What follows belongs to an exercise in optimizing a design on an open flow for small area and a short achievable clock period; a production flow would make more cautious choices.
At most, simulation tests tie the RTL to the original design; equivalence was not proved.

// lab4_2
module lab4_2(
  input [1:0] mode,
  input [2:0] n_gasoline_pumps,
  input [2:0] n_diesel_pumps,
  input [3:0] fuel_amount,
  input fuel_type,
  input CLK,
  input rst,
  output [0:5] pump_status,
  output is_gasoline_queue_not_full,
  output is_diesel_queue_not_full,
  output [3:0] n_cars_in_gasoline_queue,
  output [3:0] n_cars_in_diesel_queue,
  output [7:0] total_gasoline_needed,
  output [7:0] total_diesel_needed,
  output reg invalid_gasoline_car,
  output reg invalid_diesel_car,
  output reg invalid_setup_params
);
reg [5:0] gas;           
reg [5:0] dsl;           
reg g_none, d_none;      
reg [5:0] st;            
reg [2:0] rem [0:5];     
wire [3:0] cg, cd;       
wire [7:0] tg, td;       
integer j;
wire set_up = gas[0] | dsl[0];
wire [5:0] inuse = gas | dsl;
assign n_cars_in_gasoline_queue = cg | {4{g_none}};
assign n_cars_in_diesel_queue   = cd | {4{d_none}};
assign total_gasoline_needed    = tg | {8{g_none}};
assign total_diesel_needed      = td | {8{d_none}};
assign is_gasoline_queue_not_full = ~g_none & ~cg[3];
assign is_diesel_queue_not_full   = ~d_none & ~cd[3];
genvar gj;
generate for (gj = 0; gj < 6; gj = gj + 1) begin : ps
  ...
Size: roughly 1100 cells after synthesis, about 110 flip-flops, ~50 I/O pins, roughly 8300 sq um of cells after synthesis.
Settings: LEC_CHECK=0, CAP_MARGIN=20, CORE_MARGIN=2, CORE_UTILIZATION=55, CTS_BUF_LIST=sky130_fd_sc_hd__clkbuf_8 sky130_fd_sc_hd__clkbuf_16, CTS_CLUSTER_DIAMETER=40, SLEW_MARGIN=20; clock period 13.0 ns.
standard.sh (not shown) runs the stock make flow with config.mk's settings and CLKGATE_MAP_FILE= SYNTH_SCRIPT=/design/flow/synth_recipe.tcl, a recipe that flattens the netlist after the stock synthesis.
==> flow/flow/run.sh <==
#!/bin/bash
# Own layout flow: the standard flow (standard.sh), with three changes:
#  - synthesis maps with an area-oriented ABC script (flow/area.abc) instead
#    of ORFS's speed script; everything else in synthesis is the standard flow's
#    synth_recipe.tcl unchanged (same registers, names and cell types);
#  - Yosys's full-adder extraction is left out (ADDER_MAP_FILE empty), so ABC
#    maps the adders along with the rest of the logic;
#  - ports are buffered with buf_2 cells, and timing repair may resize
#    cells across footprints (MATCH_CELL_FOOTPRINT 0);
#  - the timing repair steps aim for a setup slack margin (SETUP_MARGIN) so
#    that the critical paths get sized up after the area-oriented mapping.
# Each tool's full output goes to a log file in this folder.
set -euo pipefail
here=$(pwd)
SETUP_MARGIN=${SETUP_MARGIN:-8.5}
{
  echo "proc abc {args} {"
  echo "  set i [lsearch -exact \$args -script]"
  echo "  if {\$i >= 0} { set args [lreplace \$args [expr {\$i + 1}] [expr {\$i + 1}] $here/flow/area.abc] }"
  echo "  yosys abc {*}\$args"
  echo "}"
  cat synth_recipe.tcl
} > own_synth.tcl
bash standard.sh SYNTH_SCRIPT=$here/own_synth.tcl ADDER_MAP_FILE= SETUP_SLACK_MARGIN=$SETUP_MARGIN MATCH_CELL_FOOTPRINT=0 "BUFFER_PORTS_ARGS=-inputs -outputs -buffer_cell sky130_fd_sc_hd__buf_2" finish > flow_make.log 2>&1
==> flow/flow/area.abc <==
strash
ifraig
scorr
dc2
strash
&get -n
&dch -f
&nf -R 1000
&put
Edit:
--- a/flow/design.v
+++ b/flow/design.v
@@ -14,25 +14,26 @@
   output [3:0] n_cars_in_diesel_queue,
   output [7:0] total_gasoline_needed,
   output [7:0] total_diesel_needed,
   output reg invalid_gasoline_car,
   output reg invalid_diesel_car,
   output reg invalid_setup_params
 );
 reg [5:0] gas;           
 reg [5:0] dsl;           
-reg g_none, d_none;      
 reg [5:0] st;            
 reg [2:0] rem [0:5];     
 wire [3:0] cg, cd;       
 wire [7:0] tg, td;       
 integer j;
 wire set_up = gas[0] | dsl[0];
+wire g_none = ~gas[0];    
+wire d_none = ~|dsl;
 wire [5:0] inuse = gas | dsl;
 assign n_cars_in_gasoline_queue = cg | {4{g_none}};
 assign n_cars_in_diesel_queue   = cd | {4{d_none}};
 assign total_gasoline_needed    = tg | {8{g_none}};
 assign total_diesel_needed      = td | {8{d_none}};
 assign is_gasoline_queue_not_full = ~g_none & ~cg[3];
 assign is_diesel_queue_not_full   = ~d_none & ~cd[3];
 genvar gj;
 generate for (gj = 0; gj < 6; gj = gj + 1) begin : ps
@@ -63,32 +64,28 @@
   .tq(tq_g), .tn(tn_g), .h(hg), .acc(acc_g), .cnt(cg), .total(tg));
 lab4_2_fuel fuel_d (
   .CLK(CLK), .proc(proc), .clear(do_setup), .take_m(st & dsl),
   .busy_m(~st & dsl), .v(vd0), .amount(fuel_amount),
   .tq(tq_d), .tn(tn_d), .h(hd), .acc(acc_d), .cnt(cd), .total(td));
 always @(posedge CLK) begin
   if (rst) begin
     gas <= 0;
     dsl <= 0;
-    g_none <= 1;
-    d_none <= 1;
     invalid_gasoline_car <= 0;
     invalid_diesel_car <= 0;
     invalid_setup_params <= 0;
   end else if (mode[1]) begin
     invalid_gasoline_car <= 0;
     invalid_diesel_car <= 0;
     invalid_setup_params <= ~valid_setup;
     if (valid_setup) begin
       gas <= gas_new;
       dsl <= use_new & ~gas_new;
-      g_none <= (n_gasoline_pumps == 3'd0);
-      d_none <= (n_diesel_pumps == 3'd0);
     end
   end else begin
     if (set_up) begin
       if (!mode[0]) invalid_setup_params <= 0;
       invalid_gasoline_car <= mode[0] & ~fuel_type & ~acc_g;
       invalid_diesel_car   <= mode[0] &  fuel_type & ~acc_d;
     end else if (mode[0]) begin
       invalid_gasoline_car <= 0;
       invalid_diesel_car <= 0;
@@ -152,43 +149,24 @@
       t = {1'b0, t[5:1]};
       for (k = 0; k < 5; k = k + 1) l[k] = l[k + 1];
     end
   end
 end
 wire none_left = seen[6];    
 always @* begin
   for (j = 0; j < 6; j = j + 1) tn[j] = take_m[j] & ~tq[j] & ~seen[j] & v;
 end
-function [6:0] cnt6(input [5:0] m);
-  reg [3:0] a, b;
-  integer x, y;
-  begin
-    a = {m[0] & m[1] & m[2],
-         (m[0] & m[1] & ~m[2]) | (m[0] & ~m[1] & m[2]) | (~m[0] & m[1] & m[2]),
-         (m[0] & ~m[1] & ~m[2]) | (~m[0] & m[1] & ~m[2]) | (~m[0] & ~m[1] & m[2]),
-         ~m[0] & ~m[1] & ~m[2]};
-    b = {m[3] & m[4] & m[5],
-         (m[3] & m[4] & ~m[5]) | (m[3] & ~m[4] & m[5]) | (~m[3] & m[4] & m[5]),
-         (m[3] & ~m[4] & ~m[5]) | (~m[3] & m[4] & ~m[5]) | (~m[3] & ~m[4] & m[5]),
-         ~m[3] & ~m[4] & ~m[5]};
-    cnt6 = 7'd0;
-    for (x = 0; x < 4; x = x + 1)
-      for (y = 0; y < 4; y = y + 1)
-        cnt6[x + y] = cnt6[x + y] | (a[x] & b[y]);
-  end
-endfunction
-wire [6:0] n_oh = cnt6(take_m);
-wire [6:0] nb_oh = cnt6(busy_m);
 wire [2:0] n = {2'b0, take_m[0]} + take_m[1] + take_m[2] + take_m[3] + take_m[4] + take_m[5];
 wire full = cnt[3] & (take_m == 6'd0);
 assign acc = v & ~full;
 wire enq = acc & ~none_left;
 wire [3:0] left = cnt - n;      
+wire [3:0] left1 = left + 4'd1;
 reg [2:0] a [0:7];
 reg [2:0] b [0:7];
 reg [2:0] c [0:7];
 always @* begin
   for (k = 0; k < 8; k = k + 1) a[k] = (proc && n[0] && k < 7) ? q[k + 1] : q[k];
   for (k = 0; k < 8; k = k + 1) b[k] = (proc && n[1] && k < 6) ? a[k + 2] : a[k];
   for (k = 0; k < 8; k = k + 1) c[k] = (proc && n[2] && k < 4) ? b[k + 4] : b[k];
 end
 wire [2:0] nb = {2'b0, busy_m[0]} + busy_m[1] + busy_m[2] + busy_m[3] + busy_m[4] + busy_m[5];
@@ -200,17 +178,17 @@
 wire up_w = (sw[4:3] == 2'b01) | ((sw[4:3] == 2'b00) & amount[3]);
 wire dn_w = (sw[4:3] == 2'b11) & ~amount[3];
 wire [6:0] with_car = {up_w ? thi_p1 : dn_w ? thi_m1 : thi, sw[2:0]};
 wire [6:0] base = {p[3] ? thi_m1 : thi, p[2:0]};
 always @(posedge CLK)
   for (k = 0; k < 8; k = k + 1)
     q[k] <= (proc && (none_left || k >= left)) ? amount[2:0] : c[k];
 always @(posedge CLK) begin
   if (proc) begin
-    cnt <= none_left ? 4'd0 : left + enq;
+    cnt <= enq ? (none_left ? 4'd1 : left1) : (none_left ? 4'd0 : left);
     tot <= acc ? with_car : base;
   end else if (clear) begin
     cnt <= 4'd0;
     tot <= 7'd0;
   end
 end
 endmodule
=>
- The changed run ran to the end with no violations
- routed wire length climbs by 1.6%
- final area came out lower by 0.87%
- global-route usage rose by 0.41 points
- clock-buffer cell count shrinks by 2
- sequential share of layout area went down by 0.24 points
- setup slack improved by 0.040 ns
Function not checked in the first run of this note: the RTL went through the layout flow alone.

-- what the ideal ports hide --
The results above use ideal ports. As a check the final layouts listed here were re-extracted and re-timed, cells and wires unchanged.
Step 1 assumes that a clkbuf_16 drives the clock port and a buf_2 every other input.
Step 2 moves the port delays by t, midway between the first and last clock arrival at a register: inputs arrive t later, outputs are due t later. That takes back most of the time a late clock gives input paths.
Three values: ideal ports, drivers, drivers and shift; two values: the first two.
run | shift t [ns] | setup WS [ns] | worst setup path after step 2 | clock arrival spread, ns | pins driven straight from the clock port
the first run | 0.410 | 8.550 / 8.574 / 8.164 | input to register | 0.008 / 0.008 | 1
the second run | 0.402 | 8.590 / 8.614 / 8.212 | input to register | 0.010 / 0.011 | 1
After both steps setup and hold are still met in every run listed. For the first run, which loses most, drivers alone change the setup slack by +0.024 ns; drivers and shift together by -0.386 ns.
